Source: an optimization exercise on an open RTL-to-GDS flow (aim: small area). Production flows keep margins and buffers that such runs may drop. In this exercise RTL edits were held to simulation tests only and were not proved equivalent to the original. No activity file was given, so power comes from the tool's default toggle rates.

**flow/config.mk**
```make
export PLATFORM = sky130hd
export DESIGN_NAME = top
export DESIGN_NICKNAME = top
export VERILOG_FILES = /design/flow/design.v
export SDC_FILE = /design/flow/constraint.sdc
export NUM_CORES = 4
export LEC_CHECK = 0
export CAP_MARGIN = 20
export CORE_MARGIN = 2
export CORE_UTILIZATION = 40
export SLEW_MARGIN = 20
```
**flow/constraint.sdc**
```tcl
create_clock -name core_clock -period 10.0 [get_ports {clk100Mhz}]
set_input_delay 2.0000 -clock core_clock [delete_from_list [all_inputs] [get_ports {clk100Mhz}]]
set_output_delay 2.0000 -clock core_clock [all_outputs]
set_load 0.01 [all_outputs]
```
**flow/design.v**
```verilog
module debouncer (clk100Mhz, rst, i_sig, o_sig_debounced);
   input  clk100Mhz;
   input  rst;
   input  i_sig;
   output o_sig_debounced;
   reg       s1, s2, s3, s4, db;
   reg [2:0] cnt;
   always @(posedge clk100Mhz) begin
      if (rst) begin
         s1 <= 0; s2 <= 0; s3 <= 0; s4 <= 0; db <= 0;
         cnt <= 0;
      end else begin
         s1 <= i_sig;
         s2 <= s1;
         s3 <= s2;
         s4 <= s3;
         if (s3 != s4)
            cnt <= 0;
         else if (cnt != 3'd7)
            cnt <= cnt + 1'b1;
         if (cnt == 3'd7)
            db <= s4;
      end
   end
   assign o_sig_debounced = db;
endmodule
module pulse_generator (
    input [1:0] MODE,
    input START,
    input rst,
    input STOP,
    input clk100Mhz,
    output reg pulse
);
    reg [6:0] count;
    reg gen;
    wire ge100 = count[6] & count[5] & count[2];
    wire ge50  = count[6] | (count[5] & count[4] & (count[3] | count[2] | count[1]));
    wire ge25  = count[6] | count[5] | (count[4] & count[3] & (count[2] | count[1] | count[0]));
    wire hit   = (MODE == 2'b00) ? ge100 : (MODE == 2'b01) ? ge50 : ge25;
    always @(posedge clk100Mhz) begin
        if (rst) begin
            gen   <= 0;
            count <= 0;
            pulse <= 0;
        end else begin
            if (STOP)
                gen <= 0;
            else if (START)
                gen <= 1;
            pulse <= gen & (MODE != 2'b11) & hit;
            if (!gen || MODE == 2'b11 || hit)
                count <= 0;
            else
                count <= count + 1'b1;
        end
    end
endmodule
module fitbitTracker (
    input clk100Mhz,
    input rst,
    input pulseSignal,
    input samp,
    input fin,
    output reg [15:0] P,
    output [4:0] dval,
    output reg OFLOW
);
    reg [15:0] s;
    reg [1:0] a, b;
    wire [2:0] pend = a + b;
    wire [2:0] low  = s[1:0] + pend;
    wire at9999 = (s[15:2] == 14'd2499) & (low == 3'd3);
    wire [15:0] sn = s + b;
    wire [4:0] d0 = P[3:0] + b;
    wire c0 = (d0 >= 5'd10);
    wire [3:0] n0 = c0 ? d0 - 5'd10 : d0[3:0];
    wire c1 = c0 & (P[7:4] == 4'd9);
    wire [3:0] n1 = c0 ? (c1 ? 4'd0 : P[7:4] + 1'b1) : P[7:4];
    wire c2 = c1 & (P[11:8] == 4'd9);
    wire [3:0] n2 = c1 ? (c2 ? 4'd0 : P[11:8] + 1'b1) : P[11:8];
    wire c3 = c2 & (P[15:12] == 4'd9);
    wire [3:0] n3 = c2 ? (c3 ? 4'd0 : P[15:12] + 1'b1) : P[15:12];
    wire [15:0] pinc = c3 ? 16'h9999 : {n3, n2, n1, n0};
    wire sn_low = (sn[15:2] == 14'd0) & (sn[1] ^ sn[0]);    
    wire [15:0] pnext = sn_low ? {15'd0, sn[1]} : pinc;
    always @(posedge clk100Mhz) begin
        if (rst) begin
            s <= 0; a <= 0; b <= 0; P <= 0; OFLOW <= 0;
        end else begin
            if (pulseSignal & at9999)
                OFLOW <= 1'b1;
            if (samp) begin
                b <= a;
                a <= {1'b0, pulseSignal};
            end else begin
                a <= a + pulseSignal;
                if (fin) begin
                    b <= 0;
                    if (b != 2'd0) begin
                        s <= sn;
                        P <= pnext;
                    end
                end
            end
        end
    end
    assign dval = s[15:11];
endmodule
module bin2bcd_fsm (bin, tens, ones);
    input [4:0] bin;
    output [1:0] tens;
    output [3:0] ones;
    assign tens = (bin >= 5'd30) ? 2'd3 : (bin >= 5'd20) ? 2'd2 : (bin >= 5'd10) ? 2'd1 : 2'd0;
    assign ones = bin - tens * 4'd10;
endmodule
module Rotator (
    input clk100Mhz,
    input rst,
    output reg [1:0] screen,
    output reg [1:0] sel,
    output samp,             
    output fin               
);
    reg [3:0] c16;
    reg [6:0] q;
    reg [2:0] m7;
    always @(posedge clk100Mhz) begin
        if (rst) begin
            c16 <= 0; q <= 0; screen <= 0; sel <= 0; m7 <= 0;
        end else begin
            c16 <= c16 + 1'b1;
            if (c16 == 4'd15) begin
                sel <= sel + 1'b1;
                if (q == 7'd124) begin
                    q <= 0;
                    screen <= (screen == 2'd2) ? 2'd0 : screen + 1'b1;
                end else
                    q <= q + 1'b1;
            end
            if (c16[1:0] == 2'd3)
                m7 <= (m7 == 3'd6) ? 3'd0 : m7 + 1'b1;
        end
    end
    assign samp = (c16[1:0] == 2'd0) & (m7 == 3'd0);
    assign fin  = (c16[1:0] == 2'd3) & (m7 == 3'd6);
endmodule
module segment_driver (
    input [1:0] screen,
    input [1:0] sel,
    input [15:0] P,
    input [1:0] dtens,
    input [3:0] dones,
    input [1:0] mode,
    output reg [7:1] cathodes,
    output reg [3:0] anodes
);
    reg [3:0] digit;
    always @(*) begin
        case (sel)
            2'd0: anodes = 4'b1110;
            2'd1: anodes = 4'b1101;
            2'd2: anodes = 4'b1011;
            default: anodes = 4'b0111;
        endcase
        case (screen)
            2'd0: digit = P[sel*4 +: 4];
            2'd1: digit = (sel == 2'd0) ? dones : (sel == 2'd1) ? {2'b00, dtens} : 4'd0;
            2'd2: digit = (sel == 2'd0) ? {2'b00, mode} : 4'd0;
            default: digit = 4'd0;
        endcase
        case (digit)
            4'h0: cathodes = 7'b1000000;
            4'h1: cathodes = 7'b1111001;
            4'h2: cathodes = 7'b0100100;
            4'h3: cathodes = 7'b0110000;
            4'h4: cathodes = 7'b0011001;
            4'h5: cathodes = 7'b0010010;
            4'h6: cathodes = 7'b0000010;
            4'h7: cathodes = 7'b1111000;
            4'h8: cathodes = 7'b0000000;
            4'h9: cathodes = 7'b0010000;
            default: cathodes = 7'b1111111;
        endcase
    end
endmodule
module top(
    input clk100Mhz,
    input [1:0] mode,
    input START,
    input STOP,
    input rst,
    output [7:1] cathode,
    output [3:0] anode,
    output overflow
);
    wire start_db, stop_db, pulse, samp, fin;
    wire [1:0] screen, sel;
    wire [15:0] P;
    wire [4:0] dval;
    wire [1:0] dtens;
    wire [3:0] dones;
    debouncer db_start (.clk100Mhz(clk100Mhz), .rst(rst), .i_sig(START), .o_sig_debounced(start_db));
    debouncer db_stop  (.clk100Mhz(clk100Mhz), .rst(rst), .i_sig(STOP),  .o_sig_debounced(stop_db));
    pulse_generator pg (.MODE(mode), .START(start_db), .rst(rst), .STOP(stop_db),
                        .clk100Mhz(clk100Mhz), .pulse(pulse));
    Rotator tb_i (.clk100Mhz(clk100Mhz), .rst(rst), .screen(screen), .sel(sel),
                  .samp(samp), .fin(fin));
    fitbitTracker tracker (.clk100Mhz(clk100Mhz), .rst(rst), .pulseSignal(pulse),
                           .samp(samp), .fin(fin), .P(P), .dval(dval), .OFLOW(overflow));
    bin2bcd_fsm dist_bcd (.bin(dval), .tens(dtens), .ones(dones));
    segment_driver seg_driver (.screen(screen), .sel(sel), .P(P), .dtens(dtens), .dones(dones),
                               .mode(mode), .cathodes(cathode), .anodes(anode));
endmodule
```
**flow/run.sh**
```bash
#!/bin/bash
# synth_recipe.tcl (not shown) runs the flow's synth.tcl, then flattens the netlist and writes it again
# the make line also repeats each setting of config.mk as NAME=value (left out here)
make -C /OpenROAD-flow-scripts/flow DESIGN_CONFIG=/design/flow/config.mk WORK_HOME=/design/flow/orfs CLKGATE_MAP_FILE= SYNTH_SCRIPT=/design/flow/synth_recipe.tcl finish
```
==> metrics.cfg, run 1 <==
[logic_synthesis]
seq_area_frac_synth_pct = 33.6
syn-cell-area_um2 = 4760
synth_top_cells_by_area = dfxtp_1 (34%), ha_1 (8.7%), nor2_1 (6.8%), xnor2_1 (4.2%), mux2i_1 (3.8%)
synth_async_sr_flop_share_pct = 0
synth.most_common_cell = nor2_1
synth_cell_types = 62
netlist_instances = 567
synth-main-ff-cell = dfxtp_1
avgSynthCellArea_um2 = 8.40
synth_area_leader_cell = dfxtp_1
synth_common_cells = nor2_1 (86), dfxtp_1 (80), nand2_1 (35), ha_1 (33), inv_1 (33)
syn-num-nets = 611
ys_warn_count = 5
synth_top_area_share_pct = 33.6
ys_ff_latch = 80
synth_edf_count = 0

[clock_network]
cts_resized = 0
clkTransAtPathRegs_ns = 0.06
h-tree-depth = 3
cts_buffer_depth = 2
ctsRootBufferMaster = clkbuf_16
post_cts_buffers = 0
cts_made_buffers = 9
clkSinkCount = 80
clock_latency_ns = 0.34
cts_hold_buf = 0
cts_tree = yes

[critical_path]
max_stage_delay_ns = 0.57
crit_required_ns = 8.00
critPathSlowestCell = clkdlybuf4s50_1
critPathKind = primary input to primary output
crit_path_end_kind = primary output
crit_fanout = 5
setup.worst_path.start_class = primary input
cp_cell_sequence = clkdlybuf4s50_1 > nand2_1 > a211o_1 > ha_1 > mux2i_1 > mux2i_1 > clkdlybuf4s50_1
worstPathArrival_ns = 4.14

[finish]
fill_cells = 1116
antenna_cells = 0
utilization_pct = 46.2
nets = 606
drive_gt1_share_pct = 7.23
synthToLayoutAreaGrowth_pct = 11.6
fin_cells = 710

[global_route]
grt_pass1_vias = 3701
overflow = 0
antenna_found_initial = 0
grt_pass1_wl_mm = 17.3
grt_max_degree = 65
grt_use_total_pct = 16.5

[drt]
viasPerCell = 5.35
drtAntennaViolNets = 0
routed_wl_mm = 9.87
drt_first_pass_iters = 15
drt_iter0_markers = 185
drc = 0
wl_per_cell_um = 13.9
via_count = 3799

[sta]
finClkSkew_ns = 0.00542
period_needed_ns = 6.14
final_max_slew_viol_count = 0
tns_ns = 0
final-hold-violation-count = 0
rsz0062_at_grt = no
max_slew_margin_pct = 44.3
whs_ns = 0.437
fin_ws_ns = 3.86
period_share_pct = 61.4
worstMarginPinSlew_ns = 0.824
fmax_mhz = 163
finalSetupViolCount = 0

[pwr]
peakVddDrop_mv = 0.0677
pwr_density_cell_nw_per_um2 = 136
p_leak_nw = 2.00

[die]
die_area_um2 = 12800
die_y_um = 113
fp.dieW_um = 113
rows = 39
io_pins = 18
start_util_pct = 41.4
coreArea_um2 = 11500

[placed_design]
place_congestion = 0.837
io_buffers = 17
placed_cells = 694
pre_cts_ws_ns = 3.84
dp_hpwl_mm = 7.01

[status]
outcome = finished clean

[worst_hold_path]
holdCritPathClass = flop to flop

[flow_run]
maxCapViolations = 0

## layout make-up
class / count / area, um^2 / share of cell area [%]
Clock buffer: 9 / 225 / 4.24
Tap cell: 143 / 179 / 3.37
Sequential cell: 80 / 1600 / 30.1
Inverter: 33 / 124 / 2.33
Clock inverter: 7 / 114 / 2.14
Timing Repair Buffer: 19 / 180 / 3.39
Multi-Input combinational cell: 419 / 2890 / 54.4
## layer usage
layer | track usage [%] | part of all wire [%]
met4 | 5.28 | 1.5
met3 | 3.70 | 2.7
met1 | 21.9 | 50
met5 | 0 | 0
met2 | 26.7 | 46
## metrics by stage
stage,total power (W),instance area (um^2)
floorplan,0.000353,4760
global placement,0.000359,4980
detailed placement,0.000361,4980
CTS,0.000732,5320
global route,0.000751,5320
finish,0.000723,5320
## final timing paths
path / startpoint / to / slack, ns / depth (start not counted)
worst max-delay path: mode[0] / cathode[4] / 3.86 / 7
worst min-delay path: db_stop.db / pg.gen / 0.44 / 1
worst max register to register: tracker.b[0] / tracker.P[15] / 6.80 / 9
worst min register to register: db_stop.db / pg.gen / 0.44 / 1
## cells in the final DEF, fill, tap and decap left out, types with 3 or more instances in the layout
cell,instances
o31ai_1,4
o21a_1,3
xor2_1,20
nor3_1,16
ha_1,33
clkdlybuf4s50_1,16
xnor2_1,23
o211ai_1,3
a31oi_1,7
nor2b_1,16
fa_1,5
a22oi_1,3
clkbuf_16,9
mux2i_1,18
a211oi_1,4
nand2_1,35
nand3_1,27
and3_1,4
mux2_2,4
or2_2,4
inv_1,33
nand2b_1,8
nor4_1,3
dfxtp_1,80
nand4_1,12
nor2_1,86
a21o_1,3
o21ai_0,9
a21oi_1,23
mux4_2,4
## state kept, by name, indices dropped and copies added, names as in the netlist, 2 cells and up
name / count
tracker.b: 2
tb_i.screen: 2
db_start.cnt: 3
db_stop.cnt: 3
tb_i.c16: 4
tb_i.sel: 2
tracker.s: 16
tracker.P: 16
pg.count: 7
tracker.a: 2
tb_i.q: 7
tb_i.m7: 3
## worst max-delay path: cells and delay by family
family                     cells  cell delay, ns
buffers and inverters          2            1.12
AOI/OAI and AO/OA              1            0.37
adders and majority gates      1            0.33
muxes                          2            0.26
and+or+nand+nor                1            0.07
## where the power goes
part           switching (W)  internal [W]
Clock               0.000145      0.000224
Combinational      0.0000127     0.0000103
Sequential        0.00000538      0.000325
Total               0.000163      0.000559
## cells by family (layout without fill, tap and decap cells)
| group | Yosys count | after routing | share of synthesized area, % |
|---|---|---|---|
| buf+inv | 68 | 68 | 5.67 |
| flops | 80 | 80 | 33.6 |
| fa+ha+maj | 40 | 40 | 11.2 |
| xor+xnor | 43 | 43 | 7.91 |
| compound gates | 80 | 80 | 11.3 |
| mux | 26 | 26 | 6.62 |
| simple gates | 230 | 230 | 23.7 |
==> inputs of run 2 (changes only) <==
--- a/flow/design.v
+++ b/flow/design.v
@@ -63,29 +63,38 @@
     input samp,
     input fin,
-    output reg [15:0] P,
+    output reg [15:0] Q,
+    output reg bin,
     output [4:0] dval,
     output reg OFLOW
 );
-    reg [15:0] s;
     reg [1:0] a, b;
+    wire [1:0] bb = fin ? b : 2'd0;
+    wire [4:0] x0 = Q[3:0] + bb;
+    wire dec0 = ~bin & (x0 >= 5'd10);
+    wire c0 = x0[4] | dec0;
+    wire [3:0] r0 = dec0 ? x0[3:0] + 4'd6 : x0[3:0];
+    wire n1_9 = (Q[7:4] == 4'd9), n1_f = (Q[7:4] == 4'd15);
+    wire c1 = c0 & (bin ? n1_f : n1_9);
+    wire [3:0] r1 = (c0 & ~bin & n1_9) ? 4'd0 : Q[7:4] + c0;
+    wire n2_9 = (Q[11:8] == 4'd9), n2_f = (Q[11:8] == 4'd15);
+    wire c2 = c1 & (bin ? n2_f : n2_9);
+    wire [3:0] r2 = (c1 & ~bin & n2_9) ? 4'd0 : Q[11:8] + c1;
+    wire n3_9 = (Q[15:12] == 4'd9), n3_f = (Q[15:12] == 4'd15);
+    wire c3 = c2 & (bin ? n3_f : n3_9);
+    wire [3:0] r3 = (c2 & ~bin & n3_9) ? 4'd0 : Q[15:12] + c2;
+    wire [15:0] r = {r3, r2, r1, r0};
+    wire low12 = (r[15:2] == 14'd0) & (r[1] ^ r[0]);
+    wire [3:0] T = Q[15:12], H = Q[11:8], X = Q[7:4], U = Q[3:0];
+    wire ge2047 = (T > 2) | ((T == 2) & ((H > 0) | (X > 4) | ((X == 4) & (U >= 7))));
+    wire ge4095 = (T > 4) | ((T == 4) & ((H > 0) | ((X == 9) & (U >= 5))));
+    wire ge6143 = (T > 6) | ((T == 6) & ((H > 1) | ((H == 1) & ((X > 4) | ((X == 4) & (U >= 3))))));
+    wire ge8191 = (T > 8) | ((T == 8) & ((H > 1) | ((H == 1) & (X == 9) & (U >= 1))));
+    wire [4:0] dbcd = {2'b00, ge8191, ge4095 & ~ge8191, (ge2047 & ~ge4095) | (ge6143 & ~ge8191)};
+    assign dval = bin ? Q[15:11] : dbcd;
     wire [2:0] pend = a + b;
-    wire [2:0] low  = s[1:0] + pend;
-    wire at9999 = (s[15:2] == 14'd2499) & (low == 3'd3);
-    wire [15:0] sn = s + b;
-    wire [4:0] d0 = P[3:0] + b;
-    wire c0 = (d0 >= 5'd10);
-    wire [3:0] n0 = c0 ? d0 - 5'd10 : d0[3:0];
-    wire c1 = c0 & (P[7:4] == 4'd9);
-    wire [3:0] n1 = c0 ? (c1 ? 4'd0 : P[7:4] + 1'b1) : P[7:4];
-    wire c2 = c1 & (P[11:8] == 4'd9);
-    wire [3:0] n2 = c1 ? (c2 ? 4'd0 : P[11:8] + 1'b1) : P[11:8];
-    wire c3 = c2 & (P[15:12] == 4'd9);
-    wire [3:0] n3 = c2 ? (c3 ? 4'd0 : P[15:12] + 1'b1) : P[15:12];
-    wire [15:0] pinc = c3 ? 16'h9999 : {n3, n2, n1, n0};
-    wire sn_low = (sn[15:2] == 14'd0) & (sn[1] ^ sn[0]);    
-    wire [15:0] pnext = sn_low ? {15'd0, sn[1]} : pinc;
+    wire at9999 = ~bin & (Q[15:4] == 12'h999) & (Q[3:0] + pend == 4'd8);
     always @(posedge clk100Mhz) begin
         if (rst) begin
-            s <= 0; a <= 0; b <= 0; P <= 0; OFLOW <= 0;
+            Q <= 0; bin <= 1'b1; a <= 0; OFLOW <= 0;
         end else begin
             if (pulseSignal & at9999)
@@ -96,15 +105,22 @@
             end else begin
                 a <= a + pulseSignal;
-                if (fin) begin
+                if (fin)
                     b <= 0;
-                    if (b != 2'd0) begin
-                        s <= sn;
-                        P <= pnext;
-                    end
-                end
+            end
+            if (bin) begin
+                if (low12) begin
+                    bin <= 1'b0;
+                    Q <= {15'd0, r[1]};
+                end else
+                    Q <= r;
+            end else begin
+                if (c3) begin
+                    bin <= 1'b1;
+                    Q <= {14'h09C4, r[0], ~r[0]};
+                end else
+                    Q <= r;
             end
         end
     end
-    assign dval = s[15:11];
 endmodule
 module bin2bcd_fsm (bin, tens, ones);
@@ -150,4 +166,6 @@
     input [1:0] sel,
     input [15:0] P,
+    input bin,
+    input oflow,
     input [1:0] dtens,
     input [3:0] dones,
@@ -165,5 +183,5 @@
         endcase
         case (screen)
-            2'd0: digit = P[sel*4 +: 4];
+            2'd0: digit = bin ? {oflow, 2'b00, oflow} : P[sel*4 +: 4];
             2'd1: digit = (sel == 2'd0) ? dones : (sel == 2'd1) ? {2'b00, dtens} : 4'd0;
             2'd2: digit = (sel == 2'd0) ? {2'b00, mode} : 4'd0;
@@ -198,4 +216,5 @@
     wire [1:0] screen, sel;
     wire [15:0] P;
+    wire bin;
     wire [4:0] dval;
     wire [1:0] dtens;
@@ -208,7 +227,7 @@
                   .samp(samp), .fin(fin));
     fitbitTracker tracker (.clk100Mhz(clk100Mhz), .rst(rst), .pulseSignal(pulse),
-                           .samp(samp), .fin(fin), .P(P), .dval(dval), .OFLOW(overflow));
+                           .samp(samp), .fin(fin), .Q(P), .bin(bin), .dval(dval), .OFLOW(overflow));
     bin2bcd_fsm dist_bcd (.bin(dval), .tens(dtens), .ones(dones));
-    segment_driver seg_driver (.screen(screen), .sel(sel), .P(P), .dtens(dtens), .dones(dones),
+    segment_driver seg_driver (.screen(screen), .sel(sel), .P(P), .bin(bin), .oflow(overflow), .dtens(dtens), .dones(dones),
                                .mode(mode), .cathodes(cathode), .anodes(anode));
 endmodule
--- a/flow/config.mk
+++ b/flow/config.mk
@@ -9,3 +9,6 @@
 export CORE_MARGIN = 2
 export CORE_UTILIZATION = 40
+export CTS_BUF_LIST = sky130_fd_sc_hd__clkbuf_8
+export CTS_CLUSTER_DIAMETER = 500
+export CTS_CLUSTER_SIZE = 100
 export SLEW_MARGIN = 20
==> metrics.cfg, run 2 <==
[clock_network]
cts_hold_buf = 0  ; unchanged
h-tree-depth = 3  ; unchanged
clock_latency_ns = 0.33  ; about the same
cts_tree = yes
cts_buffer_depth = 2  ; unchanged
ctsRootBufferMaster = clkbuf_8
cts_made_buffers = 9  ; unchanged
cts_resized = 0  ; unchanged
clkSinkCount = 65  ; -19%
clkTransAtPathRegs_ns = 0.07  ; about the same
post_cts_buffers = 0  ; unchanged

[die]
fp.dieW_um = 108  ; -4.3%
start_util_pct = 40.5  ; -0.86 points
die_area_um2 = 11700  ; -8.3%
rows = 38  ; -2.6%
die_y_um = 108  ; -4.3%
coreArea_um2 = 10700  ; -6.7%
io_pins = 18  ; unchanged

[global_route]
grt_max_degree = 37  ; -43%
grt_pass1_wl_mm = 15.4  ; -11%
antenna_found_initial = 0  ; unchanged
grt_use_total_pct = 16.2  ; -0.28 points
use_met1_pct = 20.4  ; -1.5 points
busiest_layer = met2
grt_pass1_vias = 3357  ; -9.3%
use_met3_pct = 3.92  ; +0.22 points
overflow = 0  ; unchanged
gr-usage-met2_pct = 28.0  ; +1.3 points

[sta]
final-hold-violation-count = 0  ; unchanged
max_slew_margin_pct = 39.5  ; -4.7 points
worstMarginPinSlew_ns = 0.896  ; +0.0714 ns
finClkSkew_ns = 0.00590  ; +0.000480 ns
period_needed_ns = 6.51  ; +0.365 ns
final_max_slew_viol_count = 0  ; unchanged
fmax_mhz = 154  ; -5.6%
rsz0062_at_grt = no
tns_ns = 0  ; unchanged
period_share_pct = 65.1  ; +3.6 points
finalSetupViolCount = 0  ; unchanged

[drt]
drc = 0  ; unchanged
drtAntennaViolNets = 0  ; unchanged
wl_per_cell_um = 13.8  ; -0.97%
via_count = 3499  ; -7.9%
viasPerCell = 5.40  ; +0.92%
drt_iter0_markers = 295  ; +59%
routed_wl_mm = 8.92  ; -9.6%
drt_first_pass_iters = 5  ; -10

[logic_synthesis]
avgSynthCellArea_um2 = 8.72  ; +3.8%
ys_warn_count = 5  ; unchanged
synth_cell_types = 74  ; +19%
syn-cell-area_um2 = 4350  ; -8.6%
synth_top_area_share_pct = 29.0  ; -4.6 points
synth_async_sr_flop_share_pct = 0  ; unchanged
syn-num-nets = 542  ; -11%
synth_edf_count = 2  ; +2
synth-main-ff-cell = dfxtp_1
synth_area_leader_cell = dfxtp_1
seq_area_frac_synth_pct = 30.4  ; -3.3 points
synth_top_cells_by_area = dfxtp_1 (29%), ha_1 (9.2%), nor2_1 (5.7%), nand2_1 (3.5%), a21oi_1 (3.2%)
ys_ff_latch = 65  ; -19%
netlist_instances = 499  ; -12%
synth_common_cells = nor2_1 (66), dfxtp_1 (63), nand2_1 (41), ha_1 (32), a21oi_1 (28)
synth.most_common_cell = nor2_1

[finish]
largest_reg_flops = 16
fin_cells = 648  ; -8.7%
antenna_cells = 0  ; unchanged
nets = 547  ; -9.7%
fill_cells = 1083  ; -3.0%
reg.largest.list = tracker.Q (16), pg.count (7), tb_i.q (7)
top_register = tracker.Q
synthToLayoutAreaGrowth_pct = 8.45
layout_common_cells = nor2_1 (66), dfxtp_1 (63), nand2_1 (41)
drive_gt1_share_pct = 7.87  ; +0.64 points
final_common_cell = nor2_1

[critical_path]
r2r_start = tb_i.c16[0]
crit_path_end_kind = primary output
ff2ff_path_depth = 22  ; +13
crit_required_ns = 8.00  ; about the same
critPathKind = primary input to primary output
r2r_end = tracker.Q[0]
setup.worst_path.start_class = primary input
worstPathArrival_ns = 4.51  ; +0.37 ns
crit_fanout = 5  ; unchanged
rrSetupSlack_ns = 4.73  ; -2.07 ns

[pwr]
p_leak_nw = 1.86  ; -7.0%
peakVddDrop_mv = 0.0794  ; +17%
pwr_density_cell_nw_per_um2 = 115  ; -16%

[worst_hold_path]
hold_depth = 1  ; unchanged
holdCritPathClass = flop to flop
hold_end = db_start.s3
min_from = db_start.s2

[status]
outcome = finished clean

[placed_design]
placed_cells = 633  ; -8.8%
io_buffers = 17  ; unchanged
place_congestion = 0.833  ; -0.51%
dp_hpwl_mm = 6.43  ; -8.4%

[flow_run]
maxCapViolations = 0  ; unchanged

[run 2: kinds of logic (layout without fill, tap and decap cells)]
group	Yosys count	after routing	share of synthesized area [%]
simple gates	211	211	25.4
compound gates	88	88	14.3
flops	65	65	30.4
buf+inv	52	61	7.39
fa+ha+maj	37	37	11.5
xor+xnor	28	28	5.64
mux	18	18	5.41
[run 2: power by group]
part | internal [W] | total (W) | switching, W
Combinational | 0.00000871 | 0.0000190 | 0.0000103
Sequential | 0.000265 | 0.000268 | 0.00000317
Clock | 0.000153 | 0.000254 | 0.000101
Total | 0.000427 | 0.000541 | 0.000114
[run 2: per-layer routing]
layer	wire (um)	vias to the layer above	share of wire (%)
li1	-	1761	-
met2	4270	97	48
met5	0	-	0
met3	393	8	4.4
met4	84	0	0.94
met1	4170	1633	47
[run 2: critical path, stage by stage]
cell and delay (ns):
clkdlybuf4s50_1 0.55, nand2_1 0.08, o2bb2ai_1 0.15, nand2_1 0.06, o311ai_0 0.24, inv_1 0.20, ha_1 0.32, nand2_1 0.09
o21ai_0 0.10, a21oi_1 0.17, clkdlybuf4s50_1 0.55
[run 2: how the worst max path moves through the flow]
stage | to | cells past startpoint | from | slack, ns
floorplan | cathode[4] | 9 | mode[1] | 4.74
global placement | cathode[4] | 11 | mode[1] | 3.56
detailed placement | cathode[4] | 11 | mode[1] | 3.49
CTS | cathode[4] | 11 | mode[1] | 3.48
global route | cathode[3] | 16 | tracker.Q[1] | 3.19
finish | cathode[4] | 11 | mode[1] | 3.49
[run 2: final cells by class]
type,instances,area (um^2),area share [%]
flip-flops and latches,65,1320,28.0
multi-input cells,382,2710,57.4
repair buffers,19,185,3.92
clock buffers,11,151,3.21
inverters,27,101,2.15
well taps,140,175,3.71
clock inverters,4,76.3,1.62
[run 2: per-stage QoR]
stage                     cell area (um^2)  hold WS (ns)  total power, W  util [%]  setup WS (ns)
after detailed placement              4490         0.424        0.000294      41.8           3.49
after CTS                             4720         0.442        0.000549      43.9           3.48
after floorplan                       4350         0.399        0.000287         -           4.74
final                                 4720         0.440        0.000541      43.9           3.49
after global routing                  4720         0.468        0.000562      43.9           3.19
after global placement                4490         0.416        0.000292      41.8           3.56
==> inputs of run 3 (changes only) <==
==> flow/config.mk (replaced) <==
export PLATFORM = sky130hd
export DESIGN_NAME = top
export DESIGN_NICKNAME = top
export VERILOG_FILES = /design/flow/design.v
export SDC_FILE = /design/flow/constraint.sdc
export NUM_CORES = 4
export LEC_CHECK = 0
export ABC_AREA = 1
export CAP_MARGIN = 20
export CORE_MARGIN = 2
export CORE_UTILIZATION = 40
export SLEW_MARGIN = 20
==> metrics.cfg, run 3 <==
[placed_design]
io_buffers = 17  ; unchanged
place_area_um2 = 4460  ; -0.78%
pre_cts_ws_ns = 3.85  ; +0.362 ns
dp_hpwl_mm = 6.85  ; +6.6%
place_congestion = 0.850  ; +2.1%

[sta]
fin_ws_ns = 3.74  ; +0.248 ns
tns_ns = 0  ; unchanged
period_needed_ns = 6.26  ; -0.248 ns
max_slew_margin_pct = 50.4  ; +11 points
worstMarginPinSlew_ns = 0.744  ; -0.152 ns
finalSetupViolCount = 0  ; unchanged
rsz0062_at_grt = no
period_share_pct = 62.6  ; -2.5 points
final-hold-violation-count = 0  ; unchanged
finClkSkew_ns = 0.0150  ; +0.00905 ns
final_max_slew_viol_count = 0  ; unchanged
fmax_mhz = 160  ; +4.0%

[worst_hold_path]
min_from = db_stop.s2
holdCritPathClass = flop to flop

[logic_synthesis]
ys_warn_count = 5  ; unchanged
syn-cell-area_um2 = 4160  ; -4.4%
synth_edf_count = 2  ; unchanged
synth-main-ff-cell = dfxtp_1
synth_top_area_share_pct = 30.3  ; +1.3 points
synth_cell_types = 45  ; -39%
ys_ff_latch = 65  ; unchanged
seq_area_frac_synth_pct = 31.8  ; +1.4 points
avgSynthCellArea_um2 = 7.22  ; -17%
synth_top_cells_by_area = dfxtp_1 (30%), nand2_1 (10%), ha_1 (9.6%), inv_1 (8.1%), nor2_1 (6.4%)
synth_area_leader_cell = dfxtp_1
synth_common_cells = nand2_1 (115), inv_1 (90), nor2_1 (71), dfxtp_1 (63), nand3_1 (41)
syn-num-nets = 619  ; +14%
synth_async_sr_flop_share_pct = 0  ; unchanged
synth.most_common_cell = nand2_1
netlist_instances = 576  ; +15%

[finish]
reg.largest.list = tracker.Q (16), pg.count (7), tb_i.q (7)
utilization_pct = 45.3  ; +1.4 points
finish.instance_area_um2 = 4630  ; -1.8%
nets = 638  ; +17%
antenna_cells = 0  ; unchanged
top_register = tracker.Q
layout_common_cells = nand2_1 (115), inv_1 (90), nor2_1 (71)
synthToLayoutAreaGrowth_pct = 11.4
drive_gt1_share_pct = 7.50  ; -0.37 points
final_common_cell = nand2_1
largest_reg_flops = 16  ; unchanged

[critical_path]
critPathKind = flop to primary output
critPathSlowestCell = dfxtp_1
max_stage_delay_ns = 0.73  ; +0.18 ns
setup.worst_path.start_class = flop
worstPathArrival_ns = 4.26  ; -0.25 ns
crit_required_ns = 8.00  ; about the same
cp_cell_sequence = inv_1 > nor3_1 > inv_1 > nand2_4 > ha_1 > inv_1 > fa_1 > xor2_1 > inv_1 > nand3_1 > nand3_2 > nand2_2 > nand2_4 > o21ai_1 > clkdlybuf4s50_1
crit_path_end_kind = primary output
cp-startpoint = tracker.bin
r2r_start = tb_i.c16[0]
cp_num_buf_inv = 5  ; +2
cpMostUsedCell = inv_1
crit_fanout = 17  ; +12
cp_top_family = buffers and inverters

[drt]
viasPerCell = 4.92  ; -9.0%
wl_per_cell_um = 12.2  ; -11%
drt_iter0_markers = 209  ; -29%
drt_first_pass_iters = 5  ; unchanged
routed_wl_mm = 9.00  ; +0.96%
drc = 0  ; unchanged
via_count = 3618  ; +3.4%
drtAntennaViolNets = 0  ; unchanged

[global_route]
overflow = 0  ; unchanged
grt_pass1_vias = 3531  ; +5.2%
antenna_found_initial = 0  ; unchanged
grt_max_degree = 28  ; -24%
grt_pass1_wl_mm = 15.7  ; +2.1%
grt_use_total_pct = 17.3  ; +1.1 points

[clock_network]
h-tree-depth = 3  ; unchanged
clkSinkCount = 65  ; unchanged
cts_hold_buf = 0  ; unchanged
cts_made_buffers = 9  ; unchanged
cts_resized = 0  ; unchanged
ctsRootBufferMaster = clkbuf_8
clkTransAtPathRegs_ns = 0.08  ; about the same
clock_latency_ns = 0.35  ; +0.02 ns
cts_tree = yes
cts_buffer_depth = 2  ; unchanged
post_cts_buffers = 0  ; unchanged

[die]
rows = 37  ; -2.6%
coreArea_um2 = 10200  ; -4.8%
start_util_pct = 40.7  ; +0.15 points
die_area_um2 = 11200  ; -4.3%
io_pins = 18  ; unchanged
fp.dieW_um = 106  ; -2.2%
die_y_um = 106  ; -2.2%

[pwr]
p_leak_nw = 2.24  ; +21%
peakVddDrop_mv = 0.0697  ; -12%
pwr_density_cell_nw_per_um2 = 107  ; -6.4%

[status]
outcome = finished clean

[flow_run]
maxCapViolations = 0  ; unchanged

## run 3: cell count changes after synthesis, sizes merged, moves of 6 or more
cell / previous run / this run
nor2b: 11 / 0
inv: 27 / 91
mux2i: 13 / 0
o21ai: 15 / 30
clkbuf: 15 / 7
nand3: 16 / 47
and3: 10 / 1
xnor2: 12 / 4
nor2: 67 / 74
nand2: 41 / 126
buf: 9 / 3
a31oi: 8 / 0
## run 3: through the flow
| step | cells | hold slack (ns) | total power [W] |
|---|---|---|---|
| after floorplan | 576 | 0.388 | 0.000290 |
| after global placement | 720 | 0.393 | 0.000296 |
| after detailed placement | 720 | 0.398 | 0.000297 |
| after CTS | 736 | 0.393 | 0.000506 |
| after global routing | 736 | 0.419 | 0.000518 |
| final | 736 | 0.388 | 0.000498 |
## run 3: logic make-up (layout without fill, tap and decap cells)
| group | after synthesis | count (layout) | share of synthesized area, % |
|---|---|---|---|
| adders and majority gates | 37 | 37 | 12.0 |
| buffers and inverters | 101 | 125 | 9.42 |
| AOI/OAI and AO/OA | 76 | 76 | 10.4 |
| and+or+nand+nor | 278 | 278 | 32.2 |
| DFF | 65 | 65 | 31.8 |
| xor gates and xnor gates | 19 | 19 | 4.18 |
## run 3: layout make-up
| type | count | area (um^2) |
|---|---|---|
| flip-flops and latches | 65 | 1320 |
| multi-input cells | 410 | 2450 |
| fillers | 1025 | 5600 |
| clock inverters | 7 | 53.8 |
| inverters | 91 | 342 |
| well taps | 136 | 170 |
| repair buffers | 18 | 178 |
| clock buffers | 9 | 124 |
## run 3: final timing paths
check                end  slack, ns  cells after the start
min reg2reg   db_stop.s3       0.39                      2
min           db_stop.s3       0.39                      2
max reg2reg  tracker.bin       5.81                     25
max           cathode[3]       3.74                     15
## run 3: routing by layer
layer  wire length [um]  up-vias  part of all wire [%]  global-route usage [%]
li1                   -     1899                     -                       -
met1               4320     1644                    48                    22.2
met4                184        0                   2.0                    6.30
met2               4180       57                    46                    29.2
met3                327       18                   3.6                    3.19
met5                  0        -                     0                       0
## run 3: worst min-delay path, cell delays in order, from the launching register on
cell and delay (ns):
dfxtp_1 0.30, inv_1 0.04, nor2_1 0.03
## run 3: where the power goes
group / internal (W) / switching [W]
registers: 0.000266 / 0.00000315
clock network: 0.0000926 / 0.000114
logic: 0.00000876 / 0.0000131
==> inputs of run 4 (changes only) <==
--- a/flow/config.mk
+++ b/flow/config.mk
@@ -6,5 +6,4 @@
 export NUM_CORES = 4
 export LEC_CHECK = 0
-export ABC_AREA = 1
 export CAP_MARGIN = 20
 export CORE_MARGIN = 2
==> metrics.cfg, run 4 <==
[drt]
via_count = 3499  ; -3.3%
drt_first_pass_iters = 5  ; unchanged
drtAntennaViolNets = 0  ; unchanged
drt_iter0_markers = 295  ; +41%
viasPerCell = 5.40  ; +9.8%
drc = 0  ; unchanged
wl_per_cell_um = 13.8  ; +12%
routed_wl_mm = 8.92  ; -0.96%

[finish]
nets = 547  ; -14%
multi_input_area_um2 = 2710  ; +11%
top_register = tracker.Q
layout_common_cells = nor2_1 (66), dfxtp_1 (63), nand2_1 (41)
drive_gt1_share_pct = 7.87  ; +0.37 points
final_common_cell = nor2_1
fill_cells = 1083  ; +5.7%
reg.largest.list = tracker.Q (16), pg.count (7), tb_i.q (7)
largest_reg_flops = 16  ; unchanged
synthToLayoutAreaGrowth_pct = 8.45
register_area_um2 = 1320  ; unchanged
antenna_cells = 0  ; unchanged
utilization_pct = 43.9  ; -1.4 points

[logic_synthesis]
synth_edf_count = 2  ; unchanged
ys_warn_count = 5  ; unchanged
synth.area.mux_share_pct = 5.41  ; +5.4 points
ys_ff_latch = 65  ; unchanged
synth_common_cells = nor2_1 (66), dfxtp_1 (63), nand2_1 (41), ha_1 (32), a21oi_1 (28)
synth_top_cells_by_area = dfxtp_1 (29%), ha_1 (9.2%), nor2_1 (5.7%), nand2_1 (3.5%), a21oi_1 (3.2%)
synth_cell_types = 74  ; +64%
avgSynthCellArea_um2 = 8.72  ; +21%
syn-num-nets = 542  ; -12%
synth_async_sr_flop_share_pct = 0  ; unchanged
synth.most_common_cell = nor2_1
synth_area_leader_cell = dfxtp_1
synth_compound_area_share_pct = 14.3  ; +3.9 points
synthSimpleGateAreaFrac_pct = 25.4  ; -6.8 points
synth_top_family_by_area = simple AND/OR/NAND/NOR gates
syn-cell-area_um2 = 4350  ; +4.6%
synthAdderAreaFrac_pct = 11.5  ; -0.53 points
seq_area_frac_synth_pct = 30.4  ; -1.4 points
synth-main-ff-cell = dfxtp_1
synth-xor-area-share_pct = 5.64  ; +1.5 points
netlist_instances = 499  ; -13%
synth_top_area_share_pct = 29.0  ; -1.3 points

[sta]
fmax_mhz = 154  ; -3.8%
max_slew_margin_pct = 39.5  ; -11 points
final_max_slew_viol_count = 0  ; unchanged
period_share_pct = 65.1  ; +2.5 points
finalSetupViolCount = 0  ; unchanged
finClkSkew_ns = 0.00590  ; -0.00905 ns
period_needed_ns = 6.51  ; +0.248 ns
rsz0062_at_grt = no
worstMarginPinSlew_ns = 0.896  ; +0.152 ns
final-hold-violation-count = 0  ; unchanged
tns_ns = 0  ; unchanged

[die]
coreArea_um2 = 10700  ; +5.0%
die_area_um2 = 11700  ; +4.5%
die_y_um = 108  ; +2.2%
io_pins = 18  ; unchanged
fp.dieW_um = 108  ; +2.2%
start_util_pct = 40.5  ; -0.15 points
rows = 38  ; +2.7%

[global_route]
grt_pass1_wl_mm = 15.4  ; -2.0%
busiest_layer = met2
overflow = 0  ; unchanged
grt_max_degree = 37  ; +32%
grt_pass1_vias = 3357  ; -4.9%
antenna_found_initial = 0  ; unchanged
gr-usage-met2_pct = 28.0  ; -1.2 points
use_met1_pct = 20.4  ; -1.7 points
grt_use_total_pct = 16.2  ; -1.1 points
use_met3_pct = 3.92  ; +0.73 points

[clock_network]
ctsRootBufferMaster = clkbuf_8
cts_made_buffers = 9  ; unchanged
clock_latency_ns = 0.33  ; -0.02 ns
cts_buffer_depth = 2  ; unchanged
h-tree-depth = 3  ; unchanged
cts_resized = 0  ; unchanged
clkTransAtPathRegs_ns = 0.07  ; about the same
cts_hold_buf = 0  ; unchanged
post_cts_buffers = 0  ; unchanged
clkSinkCount = 65  ; unchanged
cts_tree = yes

[critical_path]
critPathKind = primary input to primary output
crit_required_ns = 8.00  ; about the same
critPathSlowestCell = clkdlybuf4s50_1
crit_fanout = 5  ; -12
crit_path_end_kind = primary output
setup.worst_path.start_class = primary input
cp_top_family = buffers and inverters
cp_cell_sequence = clkdlybuf4s50_1 > nand2_1 > o2bb2ai_1 > nand2_1 > o311ai_0 > inv_1 > ha_1 > nand2_1 > o21ai_0 > a21oi_1 > clkdlybuf4s50_1
cp_num_buf_inv = 3  ; -2
max_stage_delay_ns = 0.55  ; -0.18 ns
worstPathArrival_ns = 4.51  ; +0.25 ns
cpMostUsedCell = nand2_1

[flow_run]
maxCapViolations = 0  ; unchanged

[status]
outcome = finished clean

[pwr]
pwr_density_cell_nw_per_um2 = 115  ; +6.8%
p_leak_nw = 1.86  ; -17%
peakVddDrop_mv = 0.0794  ; +14%

[worst_hold_path]
holdCritPathClass = flop to flop

[placed_design]
dp_hpwl_mm = 6.43  ; -6.2%
io_buffers = 17  ; unchanged
place_congestion = 0.833  ; -2.0%

run 4: final timing paths:
kind	startpoint	cells past startpoint	endpoint	slack [ns]
min	db_start.s2	1	db_start.s3	0.44
max	mode[1]	11	cathode[4]	3.49
min reg2reg	db_start.s2	1	db_start.s3	0.44
max reg2reg	tb_i.c16[0]	22	tracker.Q[0]	4.73
run 4: cells by family (layout without fill, tap and decap cells):
| family | Yosys count | after routing |
|---|---|---|
| buffers and inverters | 52 | 61 |
| XOR/XNOR | 28 | 28 |
| AND/OR/NAND/NOR | 211 | 211 |
| adder cells (fa/ha/maj) | 37 | 37 |
| multiplexers | 18 | 18 |
| flip-flops | 65 | 65 |
| AO/OA/AOI/OAI | 88 | 88 |
run 4: layer usage:
layer / wire length, um / part of all wire [%]
met1: 4170 / 47
met2: 4270 / 48
met3: 393 / 4.4
met4: 84 / 0.94
met5: 0 / 0
run 4: layout make-up:
class                   count  area share, %
multi-input cells         382           57.4
flip-flops and latches     65           28.0
repair buffers             19           3.92
well taps                 140           3.71
clock buffers              11           3.21
inverters                  27           2.15
clock inverters             4           1.62
run 4: through the flow:
step                      std cells  total power (W)  instance area [um^2]  setup slack, ns  hold slack, ns
after floorplan                 499         0.000287                  4350             4.74           0.399
final                           648         0.000541                  4720             3.49           0.440
after global placement          633         0.000292                  4490             3.56           0.416
after detailed placement        633         0.000294                  4490             3.49           0.424
after global routing            648         0.000562                  4720             3.19           0.468
after CTS                       648         0.000549                  4720             3.48           0.442
run 4: power by group:
group          switching [W]  internal (W)  total (W)
clock               0.000101      0.000153   0.000254
sequential        0.00000317      0.000265   0.000268
combinational      0.0000103    0.00000871  0.0000190
total               0.000114      0.000427   0.000541
==> inputs of run 5 (changes only) <==
--- a/flow/config.mk
+++ b/flow/config.mk
@@ -8,4 +8,7 @@
 export CAP_MARGIN = 20
 export CORE_MARGIN = 2
-export CORE_UTILIZATION = 40
+export CORE_UTILIZATION = 70
+export CTS_BUF_LIST = sky130_fd_sc_hd__clkbuf_4 sky130_fd_sc_hd__clkbuf_8
+export CTS_CLUSTER_DIAMETER = 200
+export CTS_CLUSTER_SIZE = 50
 export SLEW_MARGIN = 20
==> metrics.cfg, run 5 <==
[pwr]
p_leak_nw = 1.86  ; about the same
p_int_w = 0.000406  ; -4.9%
pwr-share-seq_pct = 51.7  ; +2.1 points
p_sw_share_pct = 21.9  ; +0.75 points
total_power_w = 0.000520  ; -4.0%
p_clk_share_pct = 44.6  ; -2.3 points
peakVddDrop_mv = 0.126  ; +59%
combPwrFrac_pct = 3.8  ; +0.3 points
pwr_density_cell_nw_per_um2 = 112  ; -2.0%
netSwitchingPower_w = 0.000114  ; -0.55%

[finish]
multi_input_area_um2 = 2710  ; unchanged
nets = 547  ; unchanged
finish.instance_area_um2 = 4620  ; -2.1%
fin_cells = 584  ; -9.9%
top_register = tracker.Q
fill_cells = 440  ; -59%
antenna_cells = 0  ; unchanged
largest_reg_flops = 16  ; unchanged
reg.largest.list = tracker.Q (16), pg.count (7), tb_i.q (7)
layout_common_cells = nor2_1 (66), dfxtp_1 (63), nand2_1 (41)
synthToLayoutAreaGrowth_pct = 6.21
final_common_cell = nor2_1
drive_gt1_share_pct = 8.06  ; +0.18 points
register_area_um2 = 1320  ; unchanged

[logic_synthesis]
synth_edf_count = 2  ; unchanged
avgSynthCellArea_um2 = 8.72  ; unchanged
synth_cell_types = 74  ; unchanged
synth_area_leader_cell = dfxtp_1
synth_top_area_share_pct = 29.0  ; unchanged
synth-main-ff-cell = dfxtp_1
synth_async_sr_flop_share_pct = 0  ; unchanged
syn-cell-area_um2 = 4350  ; unchanged
synth_top_cells_by_area = dfxtp_1 (29%), ha_1 (9.2%), nor2_1 (5.7%), nand2_1 (3.5%), a21oi_1 (3.2%)
ys_ff_latch = 65  ; unchanged
syn-num-nets = 542  ; unchanged
seq_area_frac_synth_pct = 30.4  ; unchanged
synth_common_cells = nor2_1 (66), dfxtp_1 (63), nand2_1 (41), ha_1 (32), a21oi_1 (28)
synth.most_common_cell = nor2_1
ys_warn_count = 5  ; unchanged
netlist_instances = 499  ; unchanged

[sta]
period_share_pct = 66.0  ; +0.91 points
finalSetupViolCount = 0  ; unchanged
whs_ns = 0.431  ; -0.00953 ns
rsz0062_at_grt = no
final_max_slew_viol_count = 0  ; unchanged
period_needed_ns = 6.60  ; +0.0908 ns
max_slew_margin_pct = 40.3  ; +0.73 points
finClkSkew_ns = 0.00701  ; +0.00111 ns
final-hold-violation-count = 0  ; unchanged
tns_ns = 0  ; unchanged
worstMarginPinSlew_ns = 0.885  ; -0.0108 ns
fmax_mhz = 152  ; -1.4%

[critical_path]
worstPathArrival_ns = 4.60  ; +0.09 ns
cp_top_family = buffers and inverters
crit_required_ns = 8.00  ; about the same
cp_num_buf_inv = 3  ; unchanged
cp_cell_sequence = clkdlybuf4s50_1 > nand2_1 > o2bb2ai_1 > nand2_1 > o311ai_0 > inv_1 > ha_1 > nand2_1 > o21ai_0 > a21oi_1 > clkdlybuf4s50_1
critPathKind = primary input to primary output
critPathSlowestCell = clkdlybuf4s50_1
cpMostUsedCell = nand2_1
max_stage_delay_ns = 0.57  ; +0.02 ns
setup.worst_path.start_class = primary input
crit_path_end_kind = primary output
crit_fanout = 5  ; unchanged

[die]
die_area_um2 = 6860  ; -41%
die_y_um = 82.8  ; -24%
fp.dieW_um = 82.8  ; -24%
rows = 28  ; -26%
start_util_pct = 73.1  ; +33 points
coreArea_um2 = 5960  ; -45%
io_pins = 18  ; unchanged

[clock_network]
post_cts_buffers = 0  ; unchanged
cts_made_buffers = 9  ; unchanged
h-tree-depth = 3  ; unchanged
ctsRootBufferMaster = clkbuf_8
clock_latency_ns = 0.33  ; about the same
cts_buffer_depth = 2  ; unchanged
clkTransAtPathRegs_ns = 0.07  ; about the same
clkSinkCount = 65  ; unchanged
cts_hold_buf = 0  ; unchanged
cts_tree = yes
cts_resized = 0  ; unchanged

[global_route]
overflow = 0  ; unchanged
antenna_found_initial = 0  ; unchanged
use_met3_pct = 4.27  ; +0.36 points
grt_pass1_wl_mm = 15.3  ; -0.63%
busiest_layer = met2
use_met1_pct = 33.4  ; +13 points
gr-usage-met2_pct = 46.8  ; +19 points
grt_pass1_vias = 3379  ; +0.66%
grt_max_degree = 36  ; -2.7%
grt_use_total_pct = 26.8  ; +11 points

[placed_design]
place_congestion = 0.961  ; +15%
placed_cells = 568  ; -10%
io_buffers = 17  ; unchanged
place_area_um2 = 4410  ; -1.8%
dp_hpwl_mm = 6.47  ; +0.73%

[drt]
drtAntennaViolNets = 0  ; unchanged
drt_iter0_markers = 260  ; -12%
routed_wl_mm = 9.00  ; +0.91%
drc = 0  ; unchanged
drt_first_pass_iters = 4  ; -1
wl_per_cell_um = 15.4  ; +12%
viasPerCell = 6.17  ; +14%
via_count = 3606  ; +3.1%

[status]
outcome = finished clean

[worst_hold_path]
holdCritPathClass = flop to flop

[flow_run]
maxCapViolations = 0  ; unchanged

-- run 5: layer usage --
layer / routed length [um] / up-vias
met4: 197 / 0
li1: - / 1765
met1: 4080 / 1720
met2: 4350 / 98
met5: 0 / -
met3: 366 / 23
-- run 5: layout make-up --
class / instances / area share (%)
clock buffers: 12 / 3.44
inverters: 27 / 2.19
flip-flops and latches: 65 / 28.6
multi-input cells: 382 / 58.6
clock inverters: 4 / 1.14
well taps: 75 / 2.03
repair buffers: 19 / 4.01
-- run 5: kinds of logic after synthesis --
kind of cell	count (synthesis)	synth area share (%)
AND/OR/NAND/NOR	211	25.4
AO/OA/AOI/OAI	88	14.3
flip-flops	65	30.4
buffers and inverters	52	7.39
adder cells (fa/ha/maj)	37	11.5
XOR/XNOR	28	5.64
multiplexers	18	5.41
-- run 5: power groups by stage --
stage               combinational (W)  sequential (W)  clock (W)
floorplan                   0.0000137        0.000274          0
CTS                         0.0000196        0.000269   0.000235
finish                      0.0000195        0.000269   0.000232
global route                0.0000226        0.000269   0.000246
global placement            0.0000183        0.000274          0
detailed placement          0.0000194        0.000275          0
-- run 5: worst paths after layout --
| check | depth (start not counted) | end | startpoint | slack, ns |
|---|---|---|---|---|
| max | 11 | cathode[4] | mode[1] | 3.40 |
| max reg2reg | 22 | tracker.Q[0] | tb_i.c16[0] | 4.78 |
| min | 1 | pg.gen | db_stop.db | 0.43 |
| min reg2reg | 1 | pg.gen | db_stop.db | 0.43 |
-- run 5: stage by stage --
| step | setup slack [ns] | util [%] |
|---|---|---|
| after detailed placement | 3.43 | 74.1 |
| final | 3.40 | 77.6 |
| after global placement | 3.59 | 74.1 |
| after global routing | 3.17 | 77.6 |
| after floorplan | 4.74 | - |
| after CTS | 3.38 | 77.6 |
==> inputs of run 6 (changes only) <==
==> flow/flow/run.sh (new file) <==
#!/bin/bash
# Own layout flow. Steps:
#   1. the standard synthesis, unchanged (standard.sh synth);
#   2. the combinational logic of that netlist re-mapped for area with ABC
#      (registers, their names and cell types are kept as they are);
#   3. the standard floorplan-to-finish on the re-mapped netlist, with a
#      clock tree built from fewer, smaller buffers and plain port buffers.
# Each tool's full output goes to a log file of its own in this folder.
set -euo pipefail
W=$(pwd)
F=$W/flow
P=${FLOW_PLATFORM:-sky130hd}
R=$W/orfs/results/$P/top/base
FH=${FLOW_HOME:-/OpenROAD-flow-scripts/flow}
YOSYS=$FH/../tools/install/yosys/bin/yosys
[ -x "$YOSYS" ] || YOSYS=$(command -v yosys)
export LIB=$FH/platforms/$P/lib/sky130_fd_sc_hd__tt_025C_1v80.lib

bash standard.sh synth > $W/log_1_standard_synth.log 2>&1
cp $R/1_2_yosys.v $W/standard_1_2_yosys.v

export REMAP_IN=$W/standard_1_2_yosys.v
export REMAP_OUT=$W/remapped.v
"$YOSYS" -c $F/remap.tcl > $W/log_2_remap.log 2>&1
"$YOSYS" -c $F/check.tcl > $W/log_2_remap_check.log 2>&1
cp $W/remapped.v $R/1_2_yosys.v
rm -f $R/1_synth.odb $R/1_synth.sdc
bash standard.sh synth > $W/log_3_synth_odb.log 2>&1

export CTS_ARGS="$(cat $F/cts_args.txt)"
export BUFFER_PORTS_ARGS="-buffer_cell sky130_fd_sc_hd__buf_1"
bash standard.sh finish > $W/log_4_layout.log 2>&1
==> flow/flow/check.tcl (new file) <==
# The re-mapped netlist must be complete: every cell a library cell, no undriven or multiply driven net.
yosys read_liberty -lib -ignore_miss_func $::env(LIB)
yosys read_verilog $::env(REMAP_OUT)
yosys hierarchy -check -top top
yosys check -assert
==> flow/flow/cts_args.txt (new file) <==
-sink_clustering_enable -sink_clustering_size 100 -sink_clustering_max_diameter 1000 -buf_list sky130_fd_sc_hd__clkbuf_8 -root_buf sky130_fd_sc_hd__clkbuf_8 -dont_use_dummy_load -repair_clock_nets
==> flow/flow/remap.tcl (new file) <==
# Re-map the combinational logic of the standard synthesis netlist for area.
# Sequential cells and tie cells are black boxes, so every register keeps its
# instance name and cell type; only the gates between them are re-made.
yosys read_liberty -ignore_miss_func $::env(LIB)
yosys blackbox sky130_fd_sc_hd__*df* sky130_fd_sc_hd__*dl* sky130_fd_sc_hd__conb_1
yosys read_verilog $::env(REMAP_IN)
yosys hierarchy -top top
yosys flatten
yosys opt_clean -purge
yosys stat -liberty $::env(LIB)
set dont_use {-dont_use sky130_fd_sc_hd__probe_p_8 -dont_use sky130_fd_sc_hd__probec_p_8 -dont_use sky130_fd_sc_hd__lpflow_*}
yosys abc -liberty $::env(LIB) {*}$dont_use -script "+strash;&get,-n;&deepsyn,-T,60;&put;dch,-f;amap"
yosys opt_clean -purge
yosys hilomap -singleton -hicell sky130_fd_sc_hd__conb_1 HI -locell sky130_fd_sc_hd__conb_1 LO
yosys splitnets
yosys opt_clean -purge
yosys insbuf -buf sky130_fd_sc_hd__buf_4 A X
yosys stat -liberty $::env(LIB)
yosys write_verilog -noattr -noexpr -nohex -nodec $::env(REMAP_OUT)
==> flow/standard.sh (new file) <==
#!/bin/bash
# synth_recipe.tcl (not shown) runs the flow's synth.tcl, then flattens the netlist and writes it again
# the make line also repeats each setting of config.mk as NAME=value (left out here)
make -C /OpenROAD-flow-scripts/flow DESIGN_CONFIG=/design/flow/config.mk WORK_HOME=/design/flow/orfs CLKGATE_MAP_FILE= SYNTH_SCRIPT=/design/flow/synth_recipe.tcl "${@:-finish}"
==> flow/config.mk (replaced) <==
export PLATFORM = sky130hd
export DESIGN_NAME = top
export DESIGN_NICKNAME = top
export VERILOG_FILES = /design/flow/design.v
export SDC_FILE = /design/flow/constraint.sdc
export NUM_CORES = 4
export LEC_CHECK = 0
export CAP_MARGIN = 20
export CORE_MARGIN = 2
export CORE_UTILIZATION = 40
export SLEW_MARGIN = 20
removed: flow/run.sh
==> metrics.cfg, run 6 <==
[status]
outcome = finished clean

[global_route]
grt_pass1_wl_mm = 12.2  ; -21%
grt_pass1_vias = 2659  ; -21%
grt_max_degree = 33  ; -8.3%
antenna_found_initial = 0  ; unchanged
overflow = 0  ; unchanged
grt_use_total_pct = 18.4  ; -8.5 points

[clock_network]
h-tree-depth = 3  ; unchanged
ctsRootBufferMaster = clkbuf_8
clkTransAtPathRegs_ns = 0.06  ; about the same
cts_hold_buf = 0  ; unchanged
cts_made_buffers = 9  ; unchanged
clock_latency_ns = 0.34  ; about the same
cts_buffer_depth = 2  ; unchanged
clkSinkCount = 65  ; unchanged
cts_tree = yes
post_cts_buffers = 0  ; unchanged
cts_resized = 0  ; unchanged

[critical_path]
max_stage_delay_ns = 0.30  ; -0.27 ns
r2r_end = tracker.Q[15]
r2r_start = tb_i.c16[0]
critPathSlowestCell = a31oi_1
crit_required_ns = 8.00  ; about the same
rrSetupSlack_ns = 5.38  ; +0.60 ns
crit_path_end_kind = primary output
cp_cell_sequence = buf_1 > nand4_1 > o2111ai_1 > a31oi_1 > nand2_1 > o21ai_0 > o21ai_0 > nor2_1 > nor2_1 > a21oi_1 > buf_1
ff2ff_path_depth = 25  ; +14%
worstPathArrival_ns = 3.69  ; -0.91 ns
crit_fanout = 4  ; -1
setup.worst_path.start_class = primary input
critPathKind = primary input to primary output
cp_num_buf_inv = 2  ; -1
cp_top_family = compound AO/OA/AOI/OAI gates

[pwr]
pwr_density_cell_nw_per_um2 = 147  ; +31%
p_leak_nw = 1.12  ; -40%
p_clk_share_pct = 33.1  ; -12 points
p_int_w = 0.000366  ; -9.8%
p_sw_share_pct = 26.0  ; +4.1 points
netSwitchingPower_w = 0.000129  ; +13%
combPwrFrac_pct = 10.6  ; +6.8 points
pwr-share-seq_pct = 56.2  ; +4.5 points
peakVddDrop_mv = 0.0792  ; -37%

[sta]
finClkSkew_ns = 0.0163  ; +0.00928 ns
finalSetupViolCount = 0  ; unchanged
period_share_pct = 56.9  ; -9.1 points
max_slew_margin_pct = 58.9  ; +19 points
tns_ns = 0  ; unchanged
period_needed_ns = 5.69  ; -0.908 ns
final_max_slew_viol_count = 0  ; unchanged
final-hold-violation-count = 0  ; unchanged
rsz0062_at_grt = no
worstMarginPinSlew_ns = 0.609  ; -0.275 ns
fmax_mhz = 176  ; +16%

[drt]
viasPerCell = 5.36  ; -13%
drt_first_pass_iters = 4  ; unchanged
via_count = 2900  ; -20%
routed_wl_mm = 7.24  ; -20%
drt_iter0_markers = 177  ; -32%
wl_per_cell_um = 13.4  ; -13%
drc = 0  ; unchanged
drtAntennaViolNets = 0  ; unchanged

[finish]
layout_common_cells = nor2_1 (103), dfxtp_1 (63), clkinv_1 (45)
synthToLayoutAreaGrowth_pct = 10.1
top_register = tracker.Q
utilization_pct = 46.0  ; -32 points
register_area_um2 = 1320  ; unchanged
nets = 450  ; -18%
antenna_cells = 0  ; unchanged
largest_reg_flops = 16  ; unchanged
reg.largest.list = tracker.Q (16), pg.count (7), tb_i.q (7)
final_common_cell = nor2_1
fill_cells = 745  ; +69%
multi_input_area_um2 = 1560  ; -42%
drive_gt1_share_pct = 2.26  ; -5.8 points

[die]
start_util_pct = 41.7  ; -31 points
fp.dieW_um = 91.5  ; +10%
io_pins = 18  ; unchanged
coreArea_um2 = 7330  ; +23%
die_y_um = 91.5  ; +10%
die_area_um2 = 8370  ; +22%
rows = 31  ; +11%

[logic_synthesis]
syn-cell-area_um2 = 3060  ; -30%
netlist_instances = 416  ; -17%
ys_warn_count = 5  ; unchanged
avgSynthCellArea_um2 = 7.36  ; -16%
syn-num-nets = 422  ; -22%

[placed_design]
dp_hpwl_mm = 5.35  ; -17%
place_congestion = 0.919  ; -4.4%
io_buffers = 17  ; unchanged

[worst_hold_path]
hold_depth = 2  ; +1
min_from = db_stop.s3
hold_end = db_stop.s4
holdCritPathClass = flop to flop

[flow_run]
maxCapViolations = 0  ; unchanged

[run 6: worst max-delay path by stage]
stage	startpoint	to	slack [ns]	cells past startpoint
6_report	mode[1]	cathode[2]	4.31	11
5_1_grt	tracker.Q[14]	cathode[2]	4.04	15
4_1_cts	mode[1]	cathode[2]	4.34	11
3_5_place_dp	mode[1]	cathode[2]	4.35	11
3_3_place_gp	mode[1]	cathode[2]	4.45	11
2_1_floorplan	mode[1]	cathode[2]	4.62	9
[run 6: final cells by class]
cell class / instances / share of cell area, %
flip-flops and latches: 65 / 39.2
repair buffers: 18 / 2.12
well taps: 99 / 3.68
multi-input cells: 305 / 46.3
inverters: 45 / 5.01
clock buffers: 9 / 3.68
[run 6: layer usage]
layer  vias to the layer above  routed length (um)  track usage, %
met4                         0                  78            6.69
met1                      1302                3610            24.4
met2                        75                3110            27.6
met3                         6                 443            6.06
li1                       1517                   -               -
met5                         -                   0               0
[run 6: worst register-to-register path, cell delays in order, from the launching register on]
cell and delay (ns):
dfxtp_1 0.34, and2_0 0.32, nand3_1 0.15, nor2_1 0.23
o21ai_0 0.17, a21oi_1 0.21, nand2_1 0.07, o21ai_0 0.22
nand2_1 0.14, nor2_1 0.22, nor2_1 0.12, nand2_1 0.13
nand2_1 0.11, nor2_1 0.17, and3_1 0.21, nand2_1 0.06
o21ai_0 0.11, clkinv_1 0.17, nor2_1 0.24, o21a_1 0.18
o21ai_0 0.11, nor2_1 0.16, clkinv_1 0.13, nor3_1 0.30
nor2_1 0.07, a211oi_1 0.20
[run 6: power groups by stage]
stage	Combinational, W	Sequential, W	Clock, W
3_3_place_gp	0.0000518	0.000284	0
4_1_cts	0.0000523	0.000278	0.000171
6_report	0.0000526	0.000278	0.000164
3_5_place_dp	0.0000520	0.000284	0
2_1_floorplan	0.0000384	0.000279	0
5_1_grt	0.0000603	0.000279	0.000183
[run 6: stage by stage]
stage / setup slack [ns] / hold slack (ns) / cell area (um^2) / power (W) / cells
2_1_floorplan: 4.62 / 0.386 / 3060 / 0.000318 / 416
3_5_place_dp: 4.35 / 0.421 / 3250 / 0.000336 / 532
5_1_grt: 4.04 / 0.447 / 3370 / 0.000522 / 541
6_report: 4.31 / 0.422 / 3370 / 0.000495 / 541
4_1_cts: 4.34 / 0.429 / 3370 / 0.000501 / 541
3_3_place_gp: 4.45 / 0.418 / 3250 / 0.000335 / 532

## separate check: timing with driven ports
In the flow no input, the clock included, has a driving cell. The finished layouts below were timed again as built, in two steps.
Step 1: set_driving_cell puts a clkbuf_16 on clk100Mhz and a buf_2 on each other input, an assumption about the parent block.
Step 2, shift: input delay + t, output delay - t, t = (earliest + latest rising clock arrival at the registers) / 2. This alone moves slack from input paths to output paths.
Slacks: no drivers / after step 1 / after step 2; pairs: no drivers / after step 1.
| run | t, ns | slack for setup (ns) | worst setup path at the end | worst register clock-pin slew, ns |
|---|---|---|---|---|
| run 1 | 0.369 | 3.855 / 3.826 / 3.826 | input to output | 0.07 / 0.07 |
| run 2 | 0.361 | 3.491 / 3.468 / 3.468 | input to output | 0.07 / 0.07 |
| run 3 | 0.374 | 3.738 / 3.706 / 3.820 | input to output | 0.08 / 0.08 |
| run 4 | 0.361 | 3.491 / 3.468 / 3.468 | input to output | 0.07 / 0.07 |
| run 5 | 0.357 | 3.400 / 3.376 / 3.376 | input to output | 0.07 / 0.07 |
| run 6 | 0.361 | 4.308 / 4.284 / 4.284 | input to output | 0.07 / 0.07 |
After both steps every run listed still meets setup and hold. For run 1, which loses most, drivers alone change the setup slack by -0.029 ns; drivers and shift together by -0.029 ns.
